From an optimization exercise on the open Yosys and OpenROAD flow, aimed at small area; shortcuts taken in it are not production practice. Function was checked by simulation only, so behaviour that the tests miss may differ from the original. No activity file was given, so power comes from the tool's default toggle rates. The clock port is modelled as an ideal driver; clocking choices that lean on that would not hold on a real chip.

// dvbcFec
module dvbcFec(
	iClk, iClrn,
	iValid,
	iData,
	iPSync,
	iCheck,
	oData,
	oPSync,
	oValid);
Size in the first run: about 9700 cells after synthesis, about 9200 flip-flops, ~23 I/O pins.
Settings: LEC_CHECK=0, CAP_MARGIN=20, CELL_PAD_IN_SITES_DETAIL_PLACEMENT=0, CELL_PAD_IN_SITES_GLOBAL_PLACEMENT=0, CORE_MARGIN=2, CORE_UTILIZATION=60, PLACE_DENSITY=0.7, SLEW_MARGIN=20, SYNTH_MEMORY_MAX_BITS=16384; clock period 10.0 ns.
run.sh (not shown) runs the stock make flow with config.mk's settings and CLKGATE_MAP_FILE= SYNTH_SCRIPT=/design/flow/synth_recipe.tcl, a recipe that flattens the netlist after the stock synthesis.
The starting point finished clean.
Then changed:
--- a/flow/config.mk
+++ b/flow/config.mk
@@ -9,2 +9,2 @@
-export CELL_PAD_IN_SITES_DETAIL_PLACEMENT = 0
-export CELL_PAD_IN_SITES_GLOBAL_PLACEMENT = 0
+export CELL_PAD_IN_SITES_DETAIL_PLACEMENT = 1
+export CELL_PAD_IN_SITES_GLOBAL_PLACEMENT = 1
@@ -12,2 +12,2 @@
-export CORE_UTILIZATION = 60
-export PLACE_DENSITY = 0.7
+export CORE_UTILIZATION = 30
+export PLACE_DENSITY = 0.35
The changed run completed with no timing, DRC or antenna violations; routed wire length rose by 21%; count of clock-buffer cells in the layout goes up by 340; cell area is higher by 4.7%; total power grows by 9.1%; non-clock buffer count grows by 25; setup slack degrades by 300 ps; synthesized cell count does not change; via count rose by 4.8%; clock skew drops by 25 ps; flip-flop and latch count does not change.

========
Setup of P:
The RTL this note starts from:
==> flow/design.v <==
`timescale 1ns/1ns
module sync1InvertPRBS(
	input iClk,
	input iClrn,
	input iValid,
	input[7:0] iData,
	input iPSync,
	input iCheck,
	output logic[7:0] oData
	);
	localparam INITIALBITS = 15'b000000010101001;
	logic[2:0] packCnt;	 
	logic[15:1] prbs;	 
	logic[7:0] serial;
	assign serial = prbs[15:8] ^ prbs[14:7];
	always_comb begin
		if (iPSync)
			oData = (packCnt == 3'b0) ? ~iData : iData;
		else
			oData = serial ^ iData;
	end
	always_ff @(posedge iClk or negedge iClrn) begin
		if (!iClrn)
			packCnt <= 3'b0;
		else if (iValid & ~iCheck & iPSync)
			packCnt <= packCnt + 3'b1;
	end
	always_ff @(posedge iClk) begin
		if (iValid & ~iCheck) begin
			if (iPSync & (packCnt == 3'b0))
				prbs <= INITIALBITS;
			else
				prbs <= {prbs[7:1], serial};
		end
	end
endmodule
`timescale 1ns/1ns
module rsenc(
	input iClk,
	input iValid,
	input iCheck,
	input[7:0] iData,
	output[7:0] oParity
	);
	localparam logic[127:0] G = {8'd59, 8'd13, 8'd104, 8'd189, 8'd68, 8'd209, 8'd30, 8'd8,
		8'd163, 8'd65, 8'd41, 8'd229, 8'd98, 8'd50, 8'd36, 8'd59};
	function automatic logic[7:0] gfmul(input logic[7:0] a, input logic[7:0] k);
		logic[7:0] p, s;
		p = 8'd0;
		s = a;
		for (int i = 0; i < 8; i++) begin
			if (k[i]) p = p ^ s;
			s = {s[6:0], 1'b0} ^ (s[7] ? 8'h1d : 8'h00);
		end
		gfmul = p;
	endfunction
	logic[127:0] rem;	 
	logic[7:0] fb;
	assign fb = iCheck ? 8'd0 : (iData ^ rem[127:120]);
	assign oParity = rem[127:120];
	always_ff @(posedge iClk) begin
		if (iValid) begin
			rem[7:0] <= gfmul(fb, G[7:0]);
			for (int k = 1; k < 16; k++)
				rem[8*k +: 8] <= rem[8*k-8 +: 8] ^ gfmul(fb, G[8*k +: 8]);
		end
	end
endmodule
`timescale 1ns/1ns
module cycleCounter(
	input iClk,
	input iClrn,
	input iEn,
	input iPSync,
	output logic[3:0] oCnt
	);
	always_ff @(posedge iClk or negedge iClrn) begin
		if (!iClrn)
			oCnt <= 4'd0;
		else if (iEn) begin
			if (iPSync)
				oCnt <= 4'd1;
			else if (oCnt == 4'd11)
				oCnt <= 4'd0;
			else
				oCnt <= oCnt + 4'd1;
		end
	end
endmodule
`timescale 1ns/1ns
module interleavor(
	input iClk,
	input iClrn,
	input[7:0] iData,
	input iValid,
	input iPSync,
	output logic[7:0] oData,
	output logic oValid,
	output logic oPSync
	);
	localparam LENGTH = 17;
	localparam INTER_B = 12;
	logic[7:0] oNext;
	logic[7:0] d1, d2, d3;
	logic p1, p2, p3;
	logic v1, v2, v3;
	logic[3:0] branch2;		 
	logic[INTER_B-1:0] shift;	 
	logic[INTER_B-1:1] hold;	 
	logic[7:0] tail[0:INTER_B-1];
	always_ff @(posedge iClk or negedge iClrn) begin
		if (!iClrn) begin
			v1 <= 1'b0;
			v2 <= 1'b0;
			v3 <= 1'b0;
			oValid <= 1'b0;
		end
		else begin
			v1 <= iValid;
			v2 <= v1;
			v3 <= v2;
			oValid <= v3;
		end
	end
	always_ff @(posedge iClk) begin
		d1 <= iData;
		d2 <= d1;
		d3 <= d2;
		p1 <= iPSync;
		p2 <= p1;
		p3 <= p2;
		oPSync <= p3;
	end
	cycleCounter branch_cnt(.iClk(iClk), .iClrn(iClrn), .iEn(v2), .iPSync(p2), .oCnt(branch2));
	always_ff @(posedge iClk) begin
		for (int i = 0; i < INTER_B; i++)
			shift[i] <= v2 && branch2 == i;
		for (int i = 1; i < INTER_B; i++)
			hold[i] <= !(v2 && branch2 == i);
	end
	assign tail[0] = d3;
	genvar b;
	generate
		for (b = 1; b < INTER_B; b = b + 1) begin : gen_branch
			logic[8*LENGTH*b-1:0] sr;
			always_ff @(posedge iClk)
				sr <= ({sr[8*LENGTH*b-9:0], d3} & {8*LENGTH*b{shift[b]}})
					| (sr & {8*LENGTH*b{hold[b]}});
			assign tail[b] = sr[8*LENGTH*b-1 -: 8];
		end
	endgenerate
	always_comb begin
		oNext = 8'd0;
		for (int i = 0; i < INTER_B; i++)
			oNext = oNext | (tail[i] & {8{shift[i]}});
	end
	always_ff @(posedge iClk)
		oData <= oNext;
endmodule
`timescale 1ns/1ns
module dvbcFec(
	iClk, iClrn,
	iValid,
	iData,
	iPSync,
	iCheck,
	oData,
	oPSync,
	oValid);
	input iClk;
	input iClrn;
	input iValid;
	input[7:0] iData;
	input iPSync;
	input iCheck;
	output[7:0] oData;
	output oPSync;
	output oValid;
	logic[7:0] rndData;	 
	logic[7:0] parity;	 
	logic[7:0] coded;
	sync1InvertPRBS prbs_inst(
		.iClk(iClk), .iClrn(iClrn), .iCheck(iCheck),
		.iValid(iValid), .iData(iData), .iPSync(iPSync),
		.oData(rndData));
	rsenc rs_inst(
		.iClk(iClk), .iCheck(iCheck),
		.iData(rndData), .iValid(iValid),
		.oParity(parity));
	assign coded = iCheck ? parity : rndData;
	interleavor interleaver_inst(
		.iClk(iClk), .iClrn(iClrn),
		.iData(coded), .iValid(iValid), .iPSync(iPSync),
		.oData(oData), .oValid(oValid), .oPSync(oPSync));
endmodule
Settings: LEC_CHECK=0, CAP_MARGIN=20, CELL_PAD_IN_SITES_DETAIL_PLACEMENT=0, CELL_PAD_IN_SITES_GLOBAL_PLACEMENT=0, CORE_MARGIN=2, CORE_UTILIZATION=70, PLACE_DENSITY=0.78, SLEW_MARGIN=20, SYNTH_MEMORY_MAX_BITS=16384; clock period 10.0 ns.
standard.sh (not shown) runs the stock make flow with config.mk's settings and CLKGATE_MAP_FILE= SYNTH_SCRIPT=/design/flow/synth_recipe.tcl, a recipe that flattens the netlist after the stock synthesis.
==> flow/flow/run.sh <==
#!/bin/bash
# Standard layout (the standard.sh, unchanged synthesis) with one change:
# clock tree synthesis uses larger sink clusters and no dummy loads, which
# gives far fewer clock buffers for this flip-flop-dominated design.
set -euo pipefail
cd "$(dirname "$0")/.."
export CTS_ARGS="-sink_clustering_enable -repair_clock_nets -dont_use_dummy_load -sink_clustering_size 33 -sink_clustering_max_diameter 75"
bash standard.sh synth > synth.log 2>&1
bash standard.sh floorplan > floorplan.log 2>&1
bash standard.sh place > place.log 2>&1
bash standard.sh cts > cts.log 2>&1
bash standard.sh route > route.log 2>&1
bash standard.sh finish > finish.log 2>&1
Both conditions hold for P: the flow ran to the end and the final layout passed the timing, DRC and antenna checks.
--- input diff P..Q ---
Settings: swapping 70 for 60 in CORE_UTILIZATION; swapping 0.78 for 0.7 in PLACE_DENSITY; putting CTS_CLUSTER_SIZE at 30 where nothing was set; putting CTS_CLUSTER_DIAMETER at 80 where nothing was set.
==> flow/run.sh (new file) <==
#!/bin/bash
# synth_recipe.tcl (not shown) runs the flow's synth.tcl, then flattens the netlist and writes it again
# the make line also repeats each setting of config.mk as NAME=value (left out here)
make -C /OpenROAD-flow-scripts/flow DESIGN_CONFIG=/design/flow/config.mk WORK_HOME=/design/flow/orfs CLKGATE_MAP_FILE= SYNTH_SCRIPT=/design/flow/synth_recipe.tcl finish
removed: flow/flow/run.sh
removed: flow/standard.sh
Findings:
Comparing P against Q, there is no change at all in clock net sink count. P -> Q: number of distinct library cells after synthesis delta 0, exact match. Design area: Q > P. The share of total power in sequential cells number comes out higher for P vs Q. Q vs P, detailed route wirelength on metal3 went down by 140 um. In the flow results for Q and P, the clock latency on the worst-skew pair is larger on Q.

-- static timing again, ports no longer ideal --
In the flow no input, the clock included, has a driving cell. The finished layouts below were timed again as built, in two steps.
Step 1 assumes that a clkbuf_16 drives the clock port and a buf_2 every other input.
Step 2, shift: input delay + t, output delay - t, t = (earliest + latest rising clock arrival at the registers) / 2. This alone moves slack from input paths to output paths.
a / b / c = ideal ports / drivers / drivers and shift; a / b = the first two.
| run | shift t [ns] | setup WS [ns] | worst data-port slew with drivers (ns) |
|---|---|---|---|
| the first run of note 1 | 1.158 | 5.334 / 5.426 / 4.268 | 0.04 |
| the second run of note 1 | 1.161 | 5.030 / 5.030 / 4.288 | 0.16 |
| P | 1.042 | 5.270 / 5.161 / 4.118 | 0.23 |
| Q | 1.067 | 5.257 / 5.344 / 4.276 | 0.05 |
After both steps every run listed still meets setup and hold. For P, which loses most, drivers alone change the setup slack by -0.109 ns; drivers and shift together by -1.152 ns.
